This design comes from an exercise in tuning for small area and a short achievable clock period on the open sky130 flow, not from production work.
Function was checked by simulation only, so behaviour that the tests miss may differ from the original.
Power figures rest on the tool's default switching activity, not on a simulated workload.

## run A
Design DALU, start of the top module:
module DALU(clk, rst, in_valid, instruction, out_valid, out);
input clk, rst, in_valid;
input [18:0] instruction;
output [15:0] out;
output reg out_valid;
wire [18:0] ins = instruction;
wire [2:0] op = ins[18:16];
wire [5:0] s = ins[15:10];
wire [5:0] tt = ins[9:4];
wire [3:0] f = ins[3:0];
wire op0 = op == 3'd0, mo1 = op == 3'd1, mo2 = op == 3'd2, mo3 = op == 3'd3, mo4 = op == 3'd4;
wire mlog = op0 & (f == 4'd0 | f == 4'd1 | f == 4'd2);
wire madd = op0 & (f == 4'd3);
wire msub = op0 & (f == 4'd4);
wire selAs = madd | msub | mo3 | mo4;
wire pass = (op0 & (f <= 4'd4)) | mo3 | mo4;
wire [5:0] sx = s ^ tt, sa = s & tt;
wire lx = op0 & (f == 4'd1 | f == 4'd2), la = op0 & (f == 4'd0 | f == 4'd1);
wire [6:0] nt = 7'd0 - {tt[5], tt};
reg [7:0] r0, r1;
always @* begin
  case (f[1:0])
    2'b01: r0 = {{2{tt[5]}}, tt};
    2'b10: r0 = {nt, 1'b0};
    2'b11: r0 = {nt[6], nt};
    default: r0 = 8'd0;
  endcase
  case (f[3:1])
    3'b001, 3'b010: r1 = {{2{tt[5]}}, tt};
    3'b011: r1 = {tt[5], tt, 1'b0};
    3'b100: r1 = {nt, 1'b0};
    3'b101, 3'b110: r1 = {nt[6], nt};
    default: r1 = 8'd0;
  endcase
end
wire [7:0] w;
wire a0 = ~(s[1]);
wire a1, a2;
DALU_ha u_a1 (.a(s[2]), .b(tt[2]), .s(a1), .co(a2));
wire a3, a4;
DALU_ha u_a3 (.a(s[3]), .b(tt[3]), .s(a3), .co(a4));
wire a5, a6;
DALU_ha u_a5 (.a(s[4]), .b(tt[4]), .s(a5), .co(a6));
wire a7, a8;
DALU_ha u_a7 (.a(s[5]), .b(tt[5]), .s(a7), .co(a8));
wire a9, a10;
DALU_ha u_a9 (.a(s[5]), .b(tt[5]), .s(a9), .co(a10));
wire a11, a12;
DALU_ha u_a11 (.a(s[5]), .b(tt[5]), .s(a11), .co(a12));
wire a13, a14;
DALU_ha u_a13 (.a(s[0]), .b(tt[0]), .s(a13), .co(a14));
wire a15, a16;
DALU_fa u_a15 (.a(tt[1]), .b(f[1]), .c(a0), .s(a15), .co(a16));
wire a17, a18;
DALU_fa u_a17 (.a(f[2]), .b(s[1]), .c(a1), .s(a17), .co(a18));
wire a19, a20;
DALU_fa u_a19 (.a(f[3]), .b(a2), .c(a3), .s(a19), .co(a20));
wire a21, a22;
DALU_fa u_a21 (.a(f[3]), .b(a4), .c(a5), .s(a21), .co(a22));
wire a23, a24;
DALU_fa u_a23 (.a(f[3]), .b(a6), .c(a7), .s(a23), .co(a24));
wire a25, a26;
DALU_fa u_a25 (.a(f[3]), .b(a8), .c(a9), .s(a25), .co(a26));
  ...
Settings: LEC_CHECK=0, ABC_AREA=1, CAP_MARGIN=20, CORE_MARGIN=2, CORE_UTILIZATION=40, CTS_BUF_LIST=sky130_fd_sc_hd__clkbuf_8, PLACE_DENSITY=0.9, SLEW_MARGIN=20, SYNTH_HIERARCHICAL=1, SYNTH_MINIMUM_KEEP_SIZE=0, BUFFER_PORTS_ARGS=-buffer_cell sky130_fd_sc_hd__buf_2, SETUP_SLACK_MARGIN=5.3; clock period 9.0 ns.
standard.sh (not shown) runs the stock make flow with config.mk's settings and CLKGATE_MAP_FILE= SYNTH_SCRIPT=/design/flow/synth_recipe.tcl, a recipe that flattens the netlist after the stock synthesis.
==> flow/flow/run.sh <==
#!/bin/bash
# The standard layout, with the port buffers made of buf_2 cells instead of
# the resizer's default choice (a slow delay cell), and timing repair aiming
# at 5.3 ns of setup slack.
set -euo pipefail
echo 'export BUFFER_PORTS_ARGS = -buffer_cell sky130_fd_sc_hd__buf_2' >> config.mk
echo 'export SETUP_SLACK_MARGIN = 5.3' >> config.mk
bash standard.sh finish > flow.log 2>&1
The flow did not stop early for run A: all stages ran, and the layout cleared the timing, DRC and antenna checks.
The following lists how run B was set up differently from run A:
Settings: CORE_UTILIZATION: 40 -> 60; PLACE_DENSITY: 0.9 -> 0.8.
Findings:
- The final layouts of run A and run B pass the timing, DRC and antenna checks.
- Run B — first-pass GRT wire length about 4.6% higher, run A as reference
- Compared with run A, run B degrades post-detailed-placement half-perimeter wirelength.
- Comparing the two runs side by side, run B comes out ahead of run A on hold slack.
- In run B the relative slew slack turned out 3.5 points lower than in run A.
- Run A ended up with instruction[11] as its worst setup path startpoint; run B ended up with pa0.
- The sequential share of power in run B sits 0.3 points above the value recorded for run A.
- Run A ended up with more cell instances than run B did.
- Worst setup slack in run B is 0.0037 ns below run A.
- Routed wire length went up by more than 10% going from run A to run B.
What run C does differently from run B at the input level:
Settings: a change of SETUP_SLACK_MARGIN from 5.3 to 5.25; a change of CORE_UTILIZATION from 60 to 40.
==> flow/flow/run.sh <==
#!/bin/bash
# The standard layout, with the port buffers made of buf_2 cells instead of
# the resizer's default choice (a slow delay cell), and timing repair aiming
# at 5.25 ns of setup slack.
set -euo pipefail
echo 'export BUFFER_PORTS_ARGS = -buffer_cell sky130_fd_sc_hd__buf_2' >> config.mk
echo 'export SETUP_SLACK_MARGIN = 5.25' >> config.mk
bash standard.sh finish > flow.log 2>&1
### Flow results
Run C reached the final stage; the timing, DRC and antenna checks on its layout passed.
| pin count of the biggest net entering global routing | lower: run B |
Looking at cell with the largest stage delay on the worst path, the ha_1 result is from run B; the dfxtp_1 one comes from run C.
The critical path arrival of run C and that of run B are within noise of each other.
Total stage count of the critical path: run C vs run B up 1
Run C reports its timing startpoint of the critical path as pa1 while run B reports pa0.
Between run C and run B, it is run C whose non-clock buffer count is lower, by 1.
Modified inputs, run D compared to run C
Settings: SETUP_SLACK_MARGIN now 5.35, was 5.25.
==> flow/flow/run.sh <==
#!/bin/bash
# The standard layout, with the port buffers made of buf_2 cells instead of
# the resizer's default choice (a slow delay cell), and timing repair aiming
# at 5.35 ns of setup slack.
set -euo pipefail
echo 'export BUFFER_PORTS_ARGS = -buffer_cell sky130_fd_sc_hd__buf_2' >> config.mk
echo 'export SETUP_SLACK_MARGIN = 5.35' >> config.mk
bash standard.sh finish > flow.log 2>&1
## What came out
Between run C and run D, the difference in instance area after placement is negligible.
When run D is measured against run C, its fraction of area in registers turns out 0.42 points lower.
Of run D and run C, it is run D that has the lower met3 routing resource usage after global routing.
From run C to run D the numbers moved as follows: non-clock buffer count increased by 5 relative to the old numbers; global-route wire length before repair decreased by 370 µm relative to the old numbers; fraction of layout instances using a drive strength above 1 increased by 2.5 points relative to the old numbers; filler cell count decreased by 1.7% relative to the old numbers.

---

DALU, a different RTL version from the one above (not shown whole).
Size: roughly 620 cells after synthesis, ~53 flip-flops, about 39 I/O pins, ~0.0049 mm² of cells after synthesis.
Settings: LEC_CHECK=0, ABC_AREA=1, CAP_MARGIN=20, CORE_MARGIN=2, CORE_UTILIZATION=40, CTS_BUF_LIST=sky130_fd_sc_hd__clkbuf_8, SLEW_MARGIN=20, SYNTH_HIERARCHICAL=1, SYNTH_MINIMUM_KEEP_SIZE=0, BUFFER_PORTS_ARGS=-buffer_cell sky130_fd_sc_hd__buf_2, SETUP_SLACK_MARGIN=4.7; clock period 9.0 ns.
==> flow/flow/run.sh <==
#!/bin/bash
# The standard layout, with the port buffers made of buf_2 cells instead of
# the resizer's default choice (a slow delay cell), and timing repair aiming
# at 4.7 ns of setup slack.
set -euo pipefail
echo 'export BUFFER_PORTS_ARGS = -buffer_cell sky130_fd_sc_hd__buf_2' >> config.mk
echo 'export SETUP_SLACK_MARGIN = 4.7' >> config.mk
bash standard.sh finish > flow.log 2>&1
The starting point completed without violations.
Edit:
==> flow/flow/run.sh (replaced) <==
#!/bin/bash
# The standard layout, with the port buffers made of buf_2 cells instead of
# the resizer's default choice (a slow delay cell), and timing repair aiming
# at 5.3 ns of setup slack.
set -euo pipefail
echo 'export BUFFER_PORTS_ARGS = -buffer_cell sky130_fd_sc_hd__buf_2' >> config.mk
echo 'export SETUP_SLACK_MARGIN = 5.3' >> config.mk
bash standard.sh finish > flow.log 2>&1
Settings changed: SETUP_SLACK_MARGIN 4.7 to 5.3.
What happened: Maximum frequency climbs by 6.5%. Final area climbs by 3.7%. Global-route usage climbs by 0.44 points. Total power climbs by 6.7%. Worst hold slack hardly moves.
Edit:
==> flow/flow/run.sh (replaced) <==
#!/bin/bash
# The standard layout, with the port buffers made of buf_2 cells instead of
# the resizer's default choice (a slow delay cell), and timing repair aiming
# at 5.5 ns of setup slack.
set -euo pipefail
echo 'export BUFFER_PORTS_ARGS = -buffer_cell sky130_fd_sc_hd__buf_2' >> config.mk
echo 'export SETUP_SLACK_MARGIN = 5.5' >> config.mk
bash standard.sh finish > flow.log 2>&1
Settings changed: SETUP_SLACK_MARGIN 5.3 to 5.5.
Outcome: Flip-flop and latch count does not change; core utilization goes up by 2.9 points; routed wire length came out higher by 6.5%; count of clock-buffer cells in the layout is unchanged; die area is unchanged; register-to-register slack gets better by 200 ps; clock skew goes up by 8.8 ps; cell area increases by 6.4%; fmax grows by 2.4%; global-route usage rose by 1.1 points; worst hold slack is about the same.
Edit:
==> flow/flow/run.sh (replaced) <==
#!/bin/bash
# The standard layout, with the port buffers made of buf_2 cells instead of
# the resizer's default choice (a slow delay cell).
set -euo pipefail
echo 'export BUFFER_PORTS_ARGS = -buffer_cell sky130_fd_sc_hd__buf_2' >> config.mk
bash standard.sh finish > flow.log 2>&1
Settings changed: SETUP_SLACK_MARGIN 5.5 to 5.
- count of clock-buffer cells in the layout is unchanged
- first-iteration DRC count decreases by about 11%
- design area shrinks by about 9%
- critical path depth fell by 4
- worst setup slack degrades by 280 ps
- maximum frequency came out lower by 7.3%
- register-to-register slack loses 380 ps
- power fell by 14%
Edit:
Settings changed: CORE_UTILIZATION 40 to 60.
Outcome: Via count rose by 3.2%; die area fell by 32%; clock skew hardly moves; global-route usage rose by 10 points; setup slack degrades by 36 ps; cell count fell by 5.7%; hold slack improves by 3.5 ps; cell area fell by 0.76%; register-to-register slack degrades by 50 ps; synthesized area is unchanged; non-clock buffer count stays the same.

[what the ideal ports hide]
The flow's constraints put no driver on any port. The routed layouts listed below were extracted and timed again, unchanged, in two steps.
Step 1 (the two cells are an assumption about what drives the block):
set clk [get_ports {clk}]
set_driving_cell -lib_cell sky130_fd_sc_hd__clkbuf_16 $clk
set_driving_cell -lib_cell sky130_fd_sc_hd__buf_2 [delete_from_list [all_inputs] $clk]
Step 2 times the ports against the registers' clock, not the clock port: input delays grow and output delays shrink by t, the midpoint of the rising clock arrivals with the driver on.
Slacks: ideal / step 1 / step 2; pairs: ideal / step 1.
run | t, ns | slack for setup (ns) | worst setup path at the end
run A | 0.341 | 5.386 / 5.358 / 5.054 | input to register
run B | 0.335 | 5.382 / 5.354 / 5.081 | input to register
run C | 0.346 | 5.389 / 5.359 / 5.064 | input to register
run D | 0.340 | 5.421 / 5.390 / 5.142 | input to register
the first run of note 2 | 0.346 | 5.160 / 5.160 / 4.970 | input to register
the second run of note 2 | 0.347 | 5.394 / 5.375 / 5.072 | input to register
the third run of note 2 | 0.349 | 5.479 / 5.460 / 5.112 | input to register
the fourth run of note 2 | 0.346 | 5.200 / 5.169 / 4.966 | input to register
the fifth run of note 2 | 0.337 | 5.164 / 5.164 / 4.940 | input to register
After both steps every run listed still meets setup and hold. For the third run of note 2, which loses most, drivers alone change the setup slack by -0.019 ns; drivers and shift together by -0.367 ns.
